Background: an optimization exercise with open tools, aiming at small area. Do not read the settings as production practice. Function was checked by simulation only, so behaviour that the tests miss may differ from the original. In this run the design's own scripts or RTL, not TritonCTS, make the clock network. The flow treats the clock pin as an ideal source. Dropping or thinning the clock tree relies on that and would not hold on a real chip. Power is estimated from default activity; no workload was simulated.

===== design.v =====
module PIEZO_reality_and_damedame(RESETN, CLK_1MHZ, A, T, SONG);
  input RESETN, CLK_1MHZ, A, T;
  output SONG;
  reg h1; reg [5:0] i1; reg b1, f1, z1; reg [18:0] s1; reg [1:0] u1; reg [10:0] c1;
  reg [7:0] p2; reg b2, f2, z2; reg [17:0] s2; reg [10:0] c2;
  reg [3:0] n1id, n2id; reg [1:0] k1;
  reg [10:0] t1, t2; reg r1, r2;
  always @(*) begin
    case ({h1, i1})
      7'd0: begin n1id = 4'd6; k1 = 2'd2; end
      7'd1: begin n1id = 4'd11; k1 = 2'd0; end
      7'd2: begin n1id = 4'd5; k1 = 2'd0; end
      7'd3: begin n1id = 4'd6; k1 = 2'd1; end
      7'd4: begin n1id = 4'd7; k1 = 2'd0; end
      7'd5: begin n1id = 4'd9; k1 = 2'd0; end
      7'd6: begin n1id = 4'd6; k1 = 2'd1; end
      7'd7: begin n1id = 4'd0; k1 = 2'd0; end
      7'd8: begin n1id = 4'd12; k1 = 2'd0; end
      7'd9: begin n1id = 4'd5; k1 = 2'd0; end
      7'd10: begin n1id = 4'd6; k1 = 2'd1; end
      7'd11: begin n1id = 4'd7; k1 = 2'd0; end
      7'd12: begin n1id = 4'd9; k1 = 2'd0; end
      7'd13: begin n1id = 4'd6; k1 = 2'd3; end
      7'd14: begin n1id = 4'd1; k1 = 2'd2; end
      7'd15: begin n1id = 4'd2; k1 = 2'd0; end
      7'd16: begin n1id = 4'd6; k1 = 2'd3; end
      7'd17: begin n1id = 4'd0; k1 = 2'd0; end
      7'd18: begin n1id = 4'd11; k1 = 2'd0; end
      7'd19: begin n1id = 4'd10; k1 = 2'd0; end
      7'd20: begin n1id = 4'd9; k1 = 2'd0; end
      7'd21: begin n1id = 4'd6; k1 = 2'd0; end
      7'd22: begin n1id = 4'd7; k1 = 2'd1; end
      7'd23: begin n1id = 4'd8; k1 = 2'd0; end
      7'd24: begin n1id = 4'd7; k1 = 2'd1; end
      7'd25: begin n1id = 4'd0; k1 = 2'd0; end
      7'd26: begin n1id = 4'd11; k1 = 2'd0; end
      7'd27: begin n1id = 4'd2; k1 = 2'd0; end
      7'd28: begin n1id = 4'd3; k1 = 2'd1; end
      7'd29: begin n1id = 4'd4; k1 = 2'd0; end
      7'd30: begin n1id = 4'd3; k1 = 2'd1; end
      7'd31: begin n1id = 4'd0; k1 = 2'd0; end
      7'd32: begin n1id = 4'd9; k1 = 2'd0; end
      7'd33: begin n1id = 4'd3; k1 = 2'd0; end
      7'd34: begin n1id = 4'd5; k1 = 2'd1; end
      7'd35: begin n1id = 4'd6; k1 = 2'd0; end
      7'd36: begin n1id = 4'd5; k1 = 2'd2; end
      7'd37: begin n1id = 4'd6; k1 = 2'd0; end
      7'd38: begin n1id = 4'd7; k1 = 2'd3; end
      7'd39: begin n1id = 4'd0; k1 = 2'd1; end
      7'd40: begin n1id = 4'd0; k1 = 2'd0; end
      7'd41: begin n1id = 4'd0; k1 = 2'd0; end
      7'd42: begin n1id = 4'd0; k1 = 2'd0; end
      7'd43: begin n1id = 4'd0; k1 = 2'd0; end
      7'd44: begin n1id = 4'd0; k1 = 2'd0; end
      7'd45: begin n1id = 4'd0; k1 = 2'd0; end
      7'd46: begin n1id = 4'd0; k1 = 2'd0; end
      7'd47: begin n1id = 4'd0; k1 = 2'd0; end
      7'd48: begin n1id = 4'd0; k1 = 2'd0; end
      7'd49: begin n1id = 4'd0; k1 = 2'd0; end
      7'd50: begin n1id = 4'd0; k1 = 2'd0; end
      7'd51: begin n1id = 4'd0; k1 = 2'd0; end
      7'd52: begin n1id = 4'd0; k1 = 2'd0; end
      7'd53: begin n1id = 4'd0; k1 = 2'd0; end
      7'd54: begin n1id = 4'd0; k1 = 2'd0; end
      7'd55: begin n1id = 4'd0; k1 = 2'd0; end
      7'd56: begin n1id = 4'd0; k1 = 2'd0; end
      7'd57: begin n1id = 4'd0; k1 = 2'd0; end
      7'd58: begin n1id = 4'd0; k1 = 2'd0; end
      7'd59: begin n1id = 4'd0; k1 = 2'd0; end
      7'd60: begin n1id = 4'd0; k1 = 2'd0; end
      7'd61: begin n1id = 4'd0; k1 = 2'd0; end
      7'd62: begin n1id = 4'd0; k1 = 2'd0; end
      7'd63: begin n1id = 4'd0; k1 = 2'd0; end
      7'd64: begin n1id = 4'd6; k1 = 2'd2; end
      7'd65: begin n1id = 4'd11; k1 = 2'd0; end
      7'd66: begin n1id = 4'd5; k1 = 2'd0; end
      7'd67: begin n1id = 4'd6; k1 = 2'd1; end
      7'd68: begin n1id = 4'd7; k1 = 2'd0; end
      7'd69: begin n1id = 4'd9; k1 = 2'd0; end
      7'd70: begin n1id = 4'd6; k1 = 2'd1; end
      7'd71: begin n1id = 4'd0; k1 = 2'd0; end
      7'd72: begin n1id = 4'd12; k1 = 2'd0; end
      7'd73: begin n1id = 4'd5; k1 = 2'd0; end
      7'd74: begin n1id = 4'd6; k1 = 2'd1; end
      7'd75: begin n1id = 4'd7; k1 = 2'd0; end
      7'd76: begin n1id = 4'd9; k1 = 2'd0; end
      7'd77: begin n1id = 4'd6; k1 = 2'd3; end
      7'd78: begin n1id = 4'd1; k1 = 2'd2; end
      7'd79: begin n1id = 4'd2; k1 = 2'd0; end
      7'd80: begin n1id = 4'd6; k1 = 2'd3; end
      7'd81: begin n1id = 4'd0; k1 = 2'd0; end
      7'd82: begin n1id = 4'd11; k1 = 2'd0; end
      7'd83: begin n1id = 4'd10; k1 = 2'd0; end
      7'd84: begin n1id = 4'd9; k1 = 2'd0; end
      7'd85: begin n1id = 4'd6; k1 = 2'd0; end
      7'd86: begin n1id = 4'd7; k1 = 2'd1; end
      7'd87: begin n1id = 4'd8; k1 = 2'd0; end
      7'd88: begin n1id = 4'd7; k1 = 2'd1; end
      7'd89: begin n1id = 4'd0; k1 = 2'd0; end
      7'd90: begin n1id = 4'd11; k1 = 2'd0; end
      7'd91: begin n1id = 4'd2; k1 = 2'd0; end
      7'd92: begin n1id = 4'd3; k1 = 2'd1; end
      7'd93: begin n1id = 4'd4; k1 = 2'd0; end
      7'd94: begin n1id = 4'd3; k1 = 2'd1; end
      7'd95: begin n1id = 4'd0; k1 = 2'd0; end
      7'd96: begin n1id = 4'd9; k1 = 2'd0; end
      7'd97: begin n1id = 4'd3; k1 = 2'd0; end
      7'd98: begin n1id = 4'd5; k1 = 2'd1; end
      7'd99: begin n1id = 4'd6; k1 = 2'd0; end
      7'd100: begin n1id = 4'd7; k1 = 2'd2; end
      7'd101: begin n1id = 4'd9; k1 = 2'd1; end
      7'd102: begin n1id = 4'd9; k1 = 2'd3; end
      7'd103: begin n1id = 4'd0; k1 = 2'd1; end
      7'd104: begin n1id = 4'd0; k1 = 2'd0; end
      7'd105: begin n1id = 4'd0; k1 = 2'd0; end
      7'd106: begin n1id = 4'd0; k1 = 2'd0; end
      7'd107: begin n1id = 4'd0; k1 = 2'd0; end
      7'd108: begin n1id = 4'd0; k1 = 2'd0; end
      7'd109: begin n1id = 4'd0; k1 = 2'd0; end
      7'd110: begin n1id = 4'd0; k1 = 2'd0; end
      7'd111: begin n1id = 4'd0; k1 = 2'd0; end
      7'd112: begin n1id = 4'd0; k1 = 2'd0; end
      7'd113: begin n1id = 4'd0; k1 = 2'd0; end
      7'd114: begin n1id = 4'd0; k1 = 2'd0; end
      7'd115: begin n1id = 4'd0; k1 = 2'd0; end
      7'd116: begin n1id = 4'd0; k1 = 2'd0; end
      7'd117: begin n1id = 4'd0; k1 = 2'd0; end
      7'd118: begin n1id = 4'd0; k1 = 2'd0; end
      7'd119: begin n1id = 4'd0; k1 = 2'd0; end
      7'd120: begin n1id = 4'd0; k1 = 2'd0; end
      7'd121: begin n1id = 4'd0; k1 = 2'd0; end
      7'd122: begin n1id = 4'd0; k1 = 2'd0; end
      7'd123: begin n1id = 4'd0; k1 = 2'd0; end
      7'd124: begin n1id = 4'd0; k1 = 2'd0; end
      7'd125: begin n1id = 4'd0; k1 = 2'd0; end
      7'd126: begin n1id = 4'd0; k1 = 2'd0; end
      7'd127: begin n1id = 4'd0; k1 = 2'd0; end
    endcase
  end
  always @(*) begin
    case (n1id)
      4'd0: begin r1 = 1'b1; t1 = 11'd0; end   
      4'd1: begin r1 = 1'b0; t1 = 11'd427; end   
      4'd2: begin r1 = 1'b0; t1 = 11'd375; end   
      4'd3: begin r1 = 1'b0; t1 = 11'd514; end   
      4'd4: begin r1 = 1'b0; t1 = 11'd1617; end   
      4'd5: begin r1 = 1'b0; t1 = 11'd330; end   
      4'd6: begin r1 = 1'b0; t1 = 11'd544; end   
      4'd7: begin r1 = 1'b0; t1 = 11'd259; end   
      4'd8: begin r1 = 1'b0; t1 = 11'd832; end   
      4'd9: begin r1 = 1'b0; t1 = 11'd1485; end   
      4'd10: begin r1 = 1'b0; t1 = 11'd1644; end   
      4'd11: begin r1 = 1'b0; t1 = 11'd1886; end   
      4'd12: begin r1 = 1'b0; t1 = 11'd856; end   
      4'd13: begin r1 = 1'b0; t1 = 11'd0; end
      4'd14: begin r1 = 1'b0; t1 = 11'd0; end
      4'd15: begin r1 = 1'b0; t1 = 11'd0; end
    endcase
  end
  always @(*) begin
    case (p2)
      8'd0: n2id = 4'd0;
      8'd1: n2id = 4'd0;
      8'd2: n2id = 4'd3;
      8'd3: n2id = 4'd2;
      8'd4: n2id = 4'd3;
      8'd5: n2id = 4'd1;
      8'd6: n2id = 4'd1;
      8'd7: n2id = 4'd1;
      8'd8: n2id = 4'd1;
      8'd9: n2id = 4'd1;
      8'd10: n2id = 4'd0;
      8'd11: n2id = 4'd3;
      8'd12: n2id = 4'd3;
      8'd13: n2id = 4'd4;
      8'd14: n2id = 4'd4;
      8'd15: n2id = 4'd4;
      8'd16: n2id = 4'd4;
      8'd17: n2id = 4'd3;
      8'd18: n2id = 4'd3;
      8'd19: n2id = 4'd2;
      8'd20: n2id = 4'd2;
      8'd21: n2id = 4'd5;
      8'd22: n2id = 4'd6;
      8'd23: n2id = 4'd6;
      8'd24: n2id = 4'd6;
      8'd25: n2id = 4'd6;
      8'd26: n2id = 4'd6;
      8'd27: n2id = 4'd6;
      8'd28: n2id = 4'd6;
      8'd29: n2id = 4'd0;
      8'd30: n2id = 4'd0;
      8'd31: n2id = 4'd0;
      8'd32: n2id = 4'd0;
      8'd33: n2id = 4'd6;
      8'd34: n2id = 4'd7;
      8'd35: n2id = 4'd8;
      8'd36: n2id = 4'd7;
      8'd37: n2id = 4'd7;
      8'd38: n2id = 4'd7;
      8'd39: n2id = 4'd7;
      8'd40: n2id = 4'd7;
      8'd41: n2id = 4'd0;
      8'd42: n2id = 4'd0;
      8'd43: n2id = 4'd5;
      8'd44: n2id = 4'd5;
      8'd45: n2id = 4'd4;
      8'd46: n2id = 4'd4;
      8'd47: n2id = 4'd4;
      8'd48: n2id = 4'd4;
      8'd49: n2id = 4'd1;
      8'd50: n2id = 4'd1;
      8'd51: n2id = 4'd4;
      8'd52: n2id = 4'd4;
      8'd53: n2id = 4'd2;
      8'd54: n2id = 4'd3;
      8'd55: n2id = 4'd3;
      8'd56: n2id = 4'd3;
      8'd57: n2id = 4'd3;
      8'd58: n2id = 4'd3;
      8'd59: n2id = 4'd3;
      8'd60: n2id = 4'd3;
      8'd61: n2id = 4'd0;
      8'd62: n2id = 4'd0;
      8'd63: n2id = 4'd0;
      8'd64: n2id = 4'd0;
      8'd65: n2id = 4'd3;
      8'd66: n2id = 4'd2;
      8'd67: n2id = 4'd3;
      8'd68: n2id = 4'd1;
      8'd69: n2id = 4'd1;
      8'd70: n2id = 4'd1;
      8'd71: n2id = 4'd1;
      8'd72: n2id = 4'd1;
      8'd73: n2id = 4'd0;
      8'd74: n2id = 4'd0;
      8'd75: n2id = 4'd5;
      8'd76: n2id = 4'd4;
      8'd77: n2id = 4'd3;
      8'd78: n2id = 4'd3;
      8'd79: n2id = 4'd3;
      8'd80: n2id = 4'd3;
      8'd81: n2id = 4'd2;
      8'd82: n2id = 4'd2;
      8'd83: n2id = 4'd2;
      8'd84: n2id = 4'd2;
      8'd85: n2id = 4'd6;
      8'd86: n2id = 4'd6;
      8'd87: n2id = 4'd2;
      8'd88: n2id = 4'd2;
      8'd89: n2id = 4'd3;
      8'd90: n2id = 4'd3;
      8'd91: n2id = 4'd3;
      8'd92: n2id = 4'd3;
      8'd93: n2id = 4'd3;
      8'd94: n2id = 4'd3;
      8'd95: n2id = 4'd0;
      8'd96: n2id = 4'd0;
      8'd97: n2id = 4'd0;
      8'd98: n2id = 4'd0;
      8'd99: n2id = 4'd8;
      8'd100: n2id = 4'd7;
      8'd101: n2id = 4'd6;
      8'd102: n2id = 4'd7;
      8'd103: n2id = 4'd3;
      8'd104: n2id = 4'd3;
      8'd105: n2id = 4'd3;
      8'd106: n2id = 4'd3;
      8'd107: n2id = 4'd3;
      8'd108: n2id = 4'd3;
      8'd109: n2id = 4'd0;
      8'd110: n2id = 4'd0;
      8'd111: n2id = 4'd0;
      8'd112: n2id = 4'd0;
      8'd113: n2id = 4'd0;
      8'd114: n2id = 4'd0;
      8'd115: n2id = 4'd8;
      8'd116: n2id = 4'd7;
      8'd117: n2id = 4'd6;
      8'd118: n2id = 4'd7;
      8'd119: n2id = 4'd2;
      8'd120: n2id = 4'd2;
      8'd121: n2id = 4'd2;
      8'd122: n2id = 4'd2;
      8'd123: n2id = 4'd2;
      8'd124: n2id = 4'd2;
      8'd125: n2id = 4'd0;
      8'd126: n2id = 4'd0;
      8'd127: n2id = 4'd0;
      8'd128: n2id = 4'd0;
      8'd129: n2id = 4'd2;
      8'd130: n2id = 4'd3;
      8'd131: n2id = 4'd4;
      8'd132: n2id = 4'd3;
      8'd133: n2id = 4'd3;
      8'd134: n2id = 4'd0;
      8'd135: n2id = 4'd0;
      8'd136: n2id = 4'd0;
      8'd137: n2id = 4'd0;
      8'd138: n2id = 4'd0;
      8'd139: n2id = 4'd0;
      8'd140: n2id = 4'd0;
      8'd141: n2id = 4'd0;
      8'd142: n2id = 4'd0;
      8'd143: n2id = 4'd0;
      8'd144: n2id = 4'd0;
      8'd145: n2id = 4'd0;
      8'd146: n2id = 4'd0;
      8'd147: n2id = 4'd0;
      8'd148: n2id = 4'd0;
      8'd149: n2id = 4'd0;
      8'd150: n2id = 4'd0;
      8'd151: n2id = 4'd0;
      8'd152: n2id = 4'd0;
      8'd153: n2id = 4'd0;
      8'd154: n2id = 4'd0;
      8'd155: n2id = 4'd0;
      8'd156: n2id = 4'd0;
      8'd157: n2id = 4'd0;
      8'd158: n2id = 4'd0;
      8'd159: n2id = 4'd0;
      8'd160: n2id = 4'd0;
      8'd161: n2id = 4'd0;
      8'd162: n2id = 4'd0;
      8'd163: n2id = 4'd0;
      8'd164: n2id = 4'd0;
      8'd165: n2id = 4'd0;
      8'd166: n2id = 4'd0;
      8'd167: n2id = 4'd0;
      8'd168: n2id = 4'd0;
      8'd169: n2id = 4'd0;
      8'd170: n2id = 4'd0;
      8'd171: n2id = 4'd0;
      8'd172: n2id = 4'd0;
      8'd173: n2id = 4'd0;
      8'd174: n2id = 4'd0;
      8'd175: n2id = 4'd0;
      8'd176: n2id = 4'd0;
      8'd177: n2id = 4'd0;
      8'd178: n2id = 4'd0;
      8'd179: n2id = 4'd0;
      8'd180: n2id = 4'd0;
      8'd181: n2id = 4'd0;
      8'd182: n2id = 4'd0;
      8'd183: n2id = 4'd0;
      8'd184: n2id = 4'd0;
      8'd185: n2id = 4'd0;
      8'd186: n2id = 4'd0;
      8'd187: n2id = 4'd0;
      8'd188: n2id = 4'd0;
      8'd189: n2id = 4'd0;
      8'd190: n2id = 4'd0;
      8'd191: n2id = 4'd0;
      8'd192: n2id = 4'd0;
      8'd193: n2id = 4'd0;
      8'd194: n2id = 4'd0;
      8'd195: n2id = 4'd0;
      8'd196: n2id = 4'd0;
      8'd197: n2id = 4'd0;
      8'd198: n2id = 4'd0;
      8'd199: n2id = 4'd0;
      8'd200: n2id = 4'd0;
      8'd201: n2id = 4'd0;
      8'd202: n2id = 4'd0;
      8'd203: n2id = 4'd0;
      8'd204: n2id = 4'd0;
      8'd205: n2id = 4'd0;
      8'd206: n2id = 4'd0;
      8'd207: n2id = 4'd0;
      8'd208: n2id = 4'd0;
      8'd209: n2id = 4'd0;
      8'd210: n2id = 4'd0;
      8'd211: n2id = 4'd0;
      8'd212: n2id = 4'd0;
      8'd213: n2id = 4'd0;
      8'd214: n2id = 4'd0;
      8'd215: n2id = 4'd0;
      8'd216: n2id = 4'd0;
      8'd217: n2id = 4'd0;
      8'd218: n2id = 4'd0;
      8'd219: n2id = 4'd0;
      8'd220: n2id = 4'd0;
      8'd221: n2id = 4'd0;
      8'd222: n2id = 4'd0;
      8'd223: n2id = 4'd0;
      8'd224: n2id = 4'd0;
      8'd225: n2id = 4'd0;
      8'd226: n2id = 4'd0;
      8'd227: n2id = 4'd0;
      8'd228: n2id = 4'd0;
      8'd229: n2id = 4'd0;
      8'd230: n2id = 4'd0;
      8'd231: n2id = 4'd0;
      8'd232: n2id = 4'd0;
      8'd233: n2id = 4'd0;
      8'd234: n2id = 4'd0;
      8'd235: n2id = 4'd0;
      8'd236: n2id = 4'd0;
      8'd237: n2id = 4'd0;
      8'd238: n2id = 4'd0;
      8'd239: n2id = 4'd0;
      8'd240: n2id = 4'd0;
      8'd241: n2id = 4'd0;
      8'd242: n2id = 4'd0;
      8'd243: n2id = 4'd0;
      8'd244: n2id = 4'd0;
      8'd245: n2id = 4'd0;
      8'd246: n2id = 4'd0;
      8'd247: n2id = 4'd0;
      8'd248: n2id = 4'd0;
      8'd249: n2id = 4'd0;
      8'd250: n2id = 4'd0;
      8'd251: n2id = 4'd0;
      8'd252: n2id = 4'd0;
      8'd253: n2id = 4'd0;
      8'd254: n2id = 4'd0;
      8'd255: n2id = 4'd0;
    endcase
  end
  always @(*) begin
    case (n2id)
      4'd0: begin r2 = 1'b1; t2 = 11'd0; end   
      4'd1: begin r2 = 1'b0; t2 = 11'd375; end   
      4'd2: begin r2 = 1'b0; t2 = 11'd514; end   
      4'd3: begin r2 = 1'b0; t2 = 11'd330; end   
      4'd4: begin r2 = 1'b0; t2 = 11'd544; end   
      4'd5: begin r2 = 1'b0; t2 = 11'd259; end   
      4'd6: begin r2 = 1'b0; t2 = 11'd1485; end   
      4'd7: begin r2 = 1'b0; t2 = 11'd1645; end   
      4'd8: begin r2 = 1'b0; t2 = 11'd1886; end   
      4'd9: begin r2 = 1'b0; t2 = 11'd0; end
      4'd10: begin r2 = 1'b0; t2 = 11'd0; end
      4'd11: begin r2 = 1'b0; t2 = 11'd0; end
      4'd12: begin r2 = 1'b0; t2 = 11'd0; end
      4'd13: begin r2 = 1'b0; t2 = 11'd0; end
      4'd14: begin r2 = 1'b0; t2 = 11'd0; end
      4'd15: begin r2 = 1'b0; t2 = 11'd0; end
    endcase
  end
  assign SONG = (A & ~T) ? b1 : ((~A & T) ? b2 : 1'b0);
  wire e1 = h1 & (i1 == 6'd40);                    
  wire w1 = (s1 == 19'd16690);                  
  wire n1 = ~f1 & w1 & (u1 == k1);                
  wire m1 = z1 | (~f1 & (c1 == t1));               
  wire e2 = (p2 == 8'd133);                         
  wire l1 = w1 | f1;
  wire g1 = m1 | f1;
  always @(negedge RESETN or posedge CLK_1MHZ)
    if (!RESETN) begin
      h1 <= 1'b0; i1 <= 6'd62; b1 <= 1'b0; f1 <= 1'b1;
    end else if (!A || e1) begin
      h1 <= 1'b0; i1 <= 6'd62; b1 <= 1'b0; f1 <= 1'b1;
    end else begin
      f1 <= n1;
      if (n1) begin
        if (!h1 && i1 == 6'd39) begin h1 <= 1'b1; i1 <= 6'd0; end
        else i1 <= i1 + 6'd1;
      end else if (m1) b1 <= ~b1;
    end
  always @(posedge CLK_1MHZ) begin
    z1 <= e2 | r1;
    s1 <= l1 ? 19'd0 : {~s1[17:0], (s1[18] ^ s1[12])};
    if (f1) u1 <= 2'd0; else if (w1) u1 <= u1 + 2'd1;
    c1[10:1] <= g1 ? 10'b0101010101 : ~c1[9:0];
    c1[0] <= m1 ? 1'b0 : (f1 ? 1'b1 : ~(c1[10] ^ c1[8]));
  end
  wire w2 = (s2 == 18'd19070);                  
  wire n2 = ~f2 & w2;
  wire m2 = z2 | (~f2 & (c2 == t2));
  wire l2 = w2 | f2;
  wire g2 = m2 | f2;
  always @(negedge RESETN or posedge CLK_1MHZ)
    if (!RESETN) begin
      p2 <= 8'd0; b2 <= 1'b0; f2 <= 1'b1;
    end else if (!T) begin
      p2 <= 8'd0; b2 <= 1'b0; f2 <= 1'b1;
    end else if (e2) begin
      p2 <= 8'd0; f2 <= 1'b1;
    end else begin
      f2 <= n2;
      if (n2) p2 <= p2 + 8'd1;
      else if (m2) b2 <= ~b2;
    end
  always @(posedge CLK_1MHZ) begin
    z2 <= r2;
    s2 <= l2 ? 18'd0 : {~s2[16:0], (s2[17] ^ s2[10])};
    c2[10:1] <= g2 ? 10'b0101010101 : ~c2[9:0];
    c2[0] <= m2 ? 1'b0 : (f2 ? 1'b1 : ~(c2[10] ^ c2[8]));
  end
endmodule

===== flow/run.sh =====
#!/bin/bash
# The standard layout (standard.sh) with two synthesis changes, both in the
# combinational mapping only (registers are mapped before either step, so they
# are the standard synthesis's registers, same names and cell types):
#  - ABC maps with an area-oriented script (flow/abc_area.script) in place of
#    ORFS's delay-oriented one;
#  - Yosys's half/full-adder extraction (extract_fa) is skipped, so ABC sees
#    the adder logic as plain gates.
# and one layout change: the clock tree is flow/clock_buffer.tcl (the clock
# port drives three clkbuf_8 cells, each driving a third of the flip-flops)
# in place of TritonCTS's H-tree; the rest of ORFS's CTS step (timing
# repair, legalisation) runs as usual.
# Every other step is ORFS's own, run through standard.sh's make command.
set -euo pipefail
HERE=$(pwd)
rm -rf "$HERE/scripts_custom"
cp -r "$FLOW_HOME/scripts" "$HERE/scripts_custom"
cp "$HERE/flow/abc_area.script" "$HERE/scripts_custom/abc_area.script"
awk '/# extract the full adders/ {skip=1} /dont_use_after_adder_step/ {skip=0} !skip' \
  "$FLOW_HOME/scripts/synth.tcl" > "$HERE/scripts_custom/synth.tcl"
! grep -q extract_fa "$HERE/scripts_custom/synth.tcl"
# clock tree: flow/clock_buffer.tcl in place of TritonCTS's clock_tree_synthesis
grep -q '^log_cmd clock_tree_synthesis {\*}\$cts_args$' "$FLOW_HOME/scripts/cts.tcl"
sed "s|^log_cmd clock_tree_synthesis {\*}\$cts_args$|source $HERE/flow/clock_buffer.tcl|" \
  "$FLOW_HOME/scripts/cts.tcl" > "$HERE/scripts_custom/cts.tcl"
grep -q "source $HERE/flow/clock_buffer.tcl" "$HERE/scripts_custom/cts.tcl"
sed "s|make -C \([^ ]*\) |make -C \1 SCRIPTS_DIR=$HERE/scripts_custom ABC_AREA=1 |" standard.sh > custom.sh
grep -q "SCRIPTS_DIR=$HERE/scripts_custom" custom.sh
bash custom.sh synth > synth.log 2>&1
bash custom.sh > layout.log 2>&1
test -s out/final.def

===== flow/abc_area.script =====
strash
dc2
balance
rewrite
refactor
balance
rewrite
rewrite -z
balance
refactor -z
rewrite -z
balance
dch -f
amap

===== flow/clock_buffer.tcl =====
# Clock buffering in place of TritonCTS's H-tree, for this small design: the
# clock port drives nx * ny clock buffers; the flip-flops are split into an
# nx-by-ny grid of equal-sized groups (by x, then by y within each column) and
# each group is driven by one buffer placed at the group's centroid.
set nx 2
set ny 2
set bufcell sky130_fd_sc_hd__buf_8
set block [ord::get_db_block]
set db [ord::get_db]
set clk_port_net [$block findNet CLK_1MHZ]
set master [$db findMaster $bufcell]
set sinks {}
foreach it [$clk_port_net getITerms] {
  set xy [$it getAvgXY]
  lappend sinks [list [lindex $xy 1] [lindex $xy 2] $it]
}
set sinks [lsort -real -index 0 $sinks]
set n [llength $sinks]
puts "clock_buffer: $n sinks, [expr {$nx * $ny}] x $bufcell"
set b 0
for {set i 0} {$i < $nx} {incr i} {
  set col [lrange $sinks [expr {$i * $n / $nx}] [expr {($i + 1) * $n / $nx - 1}]]
  set col [lsort -real -index 1 $col]
  set m [llength $col]
  for {set j 0} {$j < $ny} {incr j} {
    set grp [lrange $col [expr {$j * $m / $ny}] [expr {($j + 1) * $m / $ny - 1}]]
    set inst [odb::dbInst_create $block $master "clkbuf_${b}_CLK_1MHZ"]
    set net [odb::dbNet_create $block "clknet_${b}_CLK_1MHZ"]
    $net setSigType CLOCK
    set sx 0; set sy 0
    foreach s $grp {
      set it [lindex $s 2]
      $it disconnect
      $it connect $net
      set sx [expr {$sx + [lindex $s 0]}]
      set sy [expr {$sy + [lindex $s 1]}]
    }
    [$inst findITerm A] connect $clk_port_net
    [$inst findITerm X] connect $net
    $inst setLocation [expr {int($sx / [llength $grp])}] [expr {int($sy / [llength $grp])}]
    $inst setPlacementStatus PLACED
    incr b
  }
}
$clk_port_net setSigType CLOCK
set_propagated_clock [all_clocks]

===== standard.sh =====
#!/bin/bash
# synth_recipe.tcl (not shown) runs the flow's synth.tcl, then flattens the netlist and writes it again
# the make line also repeats each setting of config.mk as NAME=value (left out here)
make -C /OpenROAD-flow-scripts/flow DESIGN_CONFIG=/design/flow/config.mk WORK_HOME=/design/flow/orfs CLKGATE_MAP_FILE= SYNTH_SCRIPT=/design/flow/synth_recipe.tcl "${@:-finish}"

===== config.mk =====
export PLATFORM = sky130hd
export DESIGN_NAME = PIEZO_reality_and_damedame
export DESIGN_NICKNAME = PIEZO_reality_and_damedame
export VERILOG_FILES = /design/flow/design.v
export SDC_FILE = /design/flow/constraint.sdc
export NUM_CORES = 4
export LEC_CHECK = 0
export ABC_AREA = 1
export CAP_MARGIN = 20
export CORE_MARGIN = 2
export CORE_UTILIZATION = 40
export SLEW_MARGIN = 20

===== constraint.sdc =====
create_clock -name core_clock -period 10.0 [get_ports {CLK_1MHZ}]
set_input_delay 2.0000 -clock core_clock [delete_from_list [all_inputs] [get_ports {CLK_1MHZ}]]
set_output_delay 2.0000 -clock core_clock [all_outputs]
set_load 0.01 [all_outputs]

==> run notes <==
registers in the layout (all words and copies together) (netlist names):
register	flops
f1	1
u1	2
f2	1
c2	11
i1	6
p2	8
b1	1
h1	1
z2	1
b2	1
z1	1
c1	11
s1	19
s2	18
synth_stat cells, types with 2 or more instances:
cell       number  area share (%)
dfrtp_1        12             7.8
xnor2_1         4            0.91
a31oi_1        11             1.8
nor4_1          5            0.81
o22ai_1        10             1.6
o21ai_0        33             4.3
o221ai_1        2            0.46
nand2_1        35             3.4
o41ai_1         2            0.46
a2111oi_0       5             1.1
a22oi_1         2            0.39
o32a_1          3            0.78
a2111o_1        3            0.88
a311oi_1        2            0.46
dfxtp_1        63              33
nor3_1         20             2.6
or3_1           5            0.81
a221oi_1        3            0.68
or2_0           4            0.65
a211oi_1       11             2.1
o32ai_1         2            0.46
clkinv_1       54             5.3
dfstp_2         7             4.8
nor2_1        148              14
a21oi_1        24             3.1
or4_1           4            0.78
or4b_1          2            0.52
nor2b_1         6            0.98
nand3_1        14             1.8
o311ai_0        2            0.46
path summary, 6_finish.rpt:
path	startpoint	to	slack, ns	depth (start not counted)
max reg2reg	i1[2]$_DFFE_PN1P_	b1$_DFFE_PN0P_	5.40	16
max in group asynchronous	RESETN	b2$_DFFE_PN0P_	7.04	1
min in group asynchronous	RESETN	i1[0]$_DFFE_PN0P_	2.38	1
min	s2[5]$_SDFF_PP0_	s2[6]$_SDFF_PP0_	0.41	1
max	A	SONG	4.65	5
min reg2reg	s2[5]$_SDFF_PP0_	s2[6]$_SDFF_PP0_	0.41	1
layer usage:
layer	up-vias	global-route usage (%)	routed length (µm)
li1	1807	-	-
met1	1651	26.2	4420
met2	104	27.2	3710
met3	14	0.958	427
met4	0	2.05	111
met5	-	0	0
cells in the final DEF, fill, tap and decap left out, drive strengths merged, types with 12 or more instances in the layout:
| cell | count |
|---|---|
| a21oi | 24 |
| clkinv | 54 |
| dfrtp | 12 |
| dfxtp | 63 |
| nand2 | 35 |
| nand3 | 14 |
| nor2 | 148 |
| nor3 | 20 |
| o21ai | 33 |
cell type report:
class | count | area share [%]
Inverter | 54 | 4.93
Tap cell | 129 | 3.92
Buffer | 4 | 1.46
Multi-Input combinational cell | 373 | 46.1
Timing Repair Buffer | 5 | 1.16
Sequential cell | 82 | 42.4
critical path: stages:
cell	delay (ns)
clkdlybuf4s50_1	0.50
clkinv_1	0.09
nor2_1	0.11
a32o_1	0.13
clkdlybuf4s50_1	0.53
through the flow:
| stage | utilization [%] | area [µm²] | instances | setup WS, ns | hold WS (ns) |
|---|---|---|---|---|---|
| 2_1_floorplan | - | 3840 | 509 | 5.69 | 0.384 |
| 3_3_place_gp | 43.7 | 4050 | 643 | 4.68 | 0.391 |
| 3_5_place_dp | 43.7 | 4050 | 643 | 4.66 | 0.396 |
| 4_1_cts | 44.3 | 4110 | 647 | 4.65 | 0.411 |
| 5_1_grt | 44.3 | 4110 | 647 | 4.59 | 0.428 |
| 6_report | 44.3 | 4110 | 647 | 4.65 | 0.407 |
power by group:
| group | total, W | switching (W) | internal, W |
|---|---|---|---|
| Clock | 0.000125 | 0.0000791 | 0.0000460 |
| Sequential | 0.000347 | 0.00000654 | 0.000340 |
| Combinational | 0.0000177 | 0.0000105 | 0.00000718 |
logic make-up (layout without fill, tap and decap cells):
kind of cell / Yosys count / after routing
AOI/OAI and AO/OA: 122 / 122
xor gates and xnor gates: 4 / 4
buffers and inverters: 54 / 63
DFF: 82 / 82
and+or+nand+nor: 247 / 247
==> run_results.csv <==
group,metric,value,unit
final_layout,diodes,0,
critical_path,critPathCaptureType,"output port",
grt,first_global_vias,3241,
synthesis,synth_top_family_by_area,"simple AND/OR/NAND/NOR gates",
sta,fmax,0.187,GHz
grt,grt_usage,17.0,%
synthesis,yosys_warnings,1,
critical_path,arrival,3.35,ns
placed_design,gp_congestion,0.912,
synthesis,synth.area.mux_share,0,%
sta,hold_viol_final,0,
final_layout,multi_input_area,1900,µm²
die,pin_count,5,
sta,worstMarginPinSlew,0.954,ns
grt,grt_overflow_total,0,
drt,ant_nets,0,
power,p_per_area,119,nW/µm²
outcome,outcome,"complete, no violations",
final_layout,filler_cell_count,976,
synthesis,ys_seq_area_share,45.4,%
drt,first_pass_iters,7,
synthesis,synth_cell_types,41,
placed_design,dpl.hpwl,6540,µm
final_layout,seqCellArea,1750,µm²
grt,grt_max_degree,22,
sta,fin_worst_skew,0.0147,ns
synthesis,async_flop_share,23.2,%
critical_path,start_kind,"input port",
power,power.leakage,1.43,nW
clocking,post_cts_buffers,0,
clocking,path_clk_slew,0.12,ns
sta,fin_tns_setup,0,ns
die,rows,35,
worst_hold_path,min_path_type,"reg2reg",
synthesis,synth_area,3840,µm²
die,dieWidth,102,µm
sta,setup_viol,0,
critical_path,required,8.00,ns
synthesis,synth_fp_nets,513,
sta,layout_min_cycle_time,5.35,ns
synthesis,synth_compound_area_share,20.7,%
die,die-area,10400,µm²
clocking,hold_buffers,0,
drt,vias,3576,
drt,finalWirelength,8670,µm
die,start_util,41.4,%
sta,fin_crit_sh,53.5,%
grt,grt_pass1_wl,15000,µm
sta,rsz0062_at_grt,"no",
power,ir_worst_vdd,0.106,mV
drt,wire_per_inst,13.4,µm
final_layout,drive_gt1_share,2.32,%
run,drv_cap,0,
clocking,insertion_delay,0.14,ns
drt,drt_iter0_drc,200,
drt,drc,0,
sta,slew_headroom,36.2,%
critical_path,critical_path_class,"in2out",
drt,viasPerCell,5.53,
synthesis,synthAdderAreaFrac,0,%
clocking,ctsResizeCount,0,
synthesis,syn_avg_cell_area,7.55,µm²
synthesis,synth_xor_area_share,0.911,%
final_layout,nNetsFinal,524,
die,coreArea,9280,µm²
synthesis,synth-simple-area-share,27.7,%
final_layout,syn2layout_area_growth,7.00,%
die,fp.dieH,102,µm
synthesis,synth-edff-count,0,
synthesis,synth_flop_cell,"dfxtp_1",
synthesis,ys_seq_elements,82,
synthesis,synthCells,509,
power,total_power,0.000489,W
grt,antenna_found_initial,0,
placed_design,port_buffers,4,
critical_path,cp_max_fo,2,
sta,finalMaxSlewViolations,0,

==> afterwards: timing with drivers on the ports <==
In the flow no input, the clock included, has a driving cell. The finished layout below was timed again as built, in two steps.
Step 1, drivers: a clkbuf_16 drives CLK_1MHZ and a buf_2 each remaining input, both assumed.
Step 2 adds t to the input delays and takes it off the output delays; t is the mean of the earliest and latest rising clock arrival at the registers after step 1. Input paths then give back, and output paths get back, about the clock's delay inside the block.
Three values: ideal ports, drivers, drivers and shift; two values: the first two.
shift t [ns]: 0.203
slack for setup (ns): 4.647 / 4.622 / 4.622
hold WS [ns]: 0.407 / 0.407 / 0.407
worst setup path at the end: input to output
slew at the worst register clock pin (ns): 0.12 / 0.12
After both steps this run still meets setup and hold. The setup slack of this run moves by -0.025 ns with the drivers and by -0.025 ns with both steps.
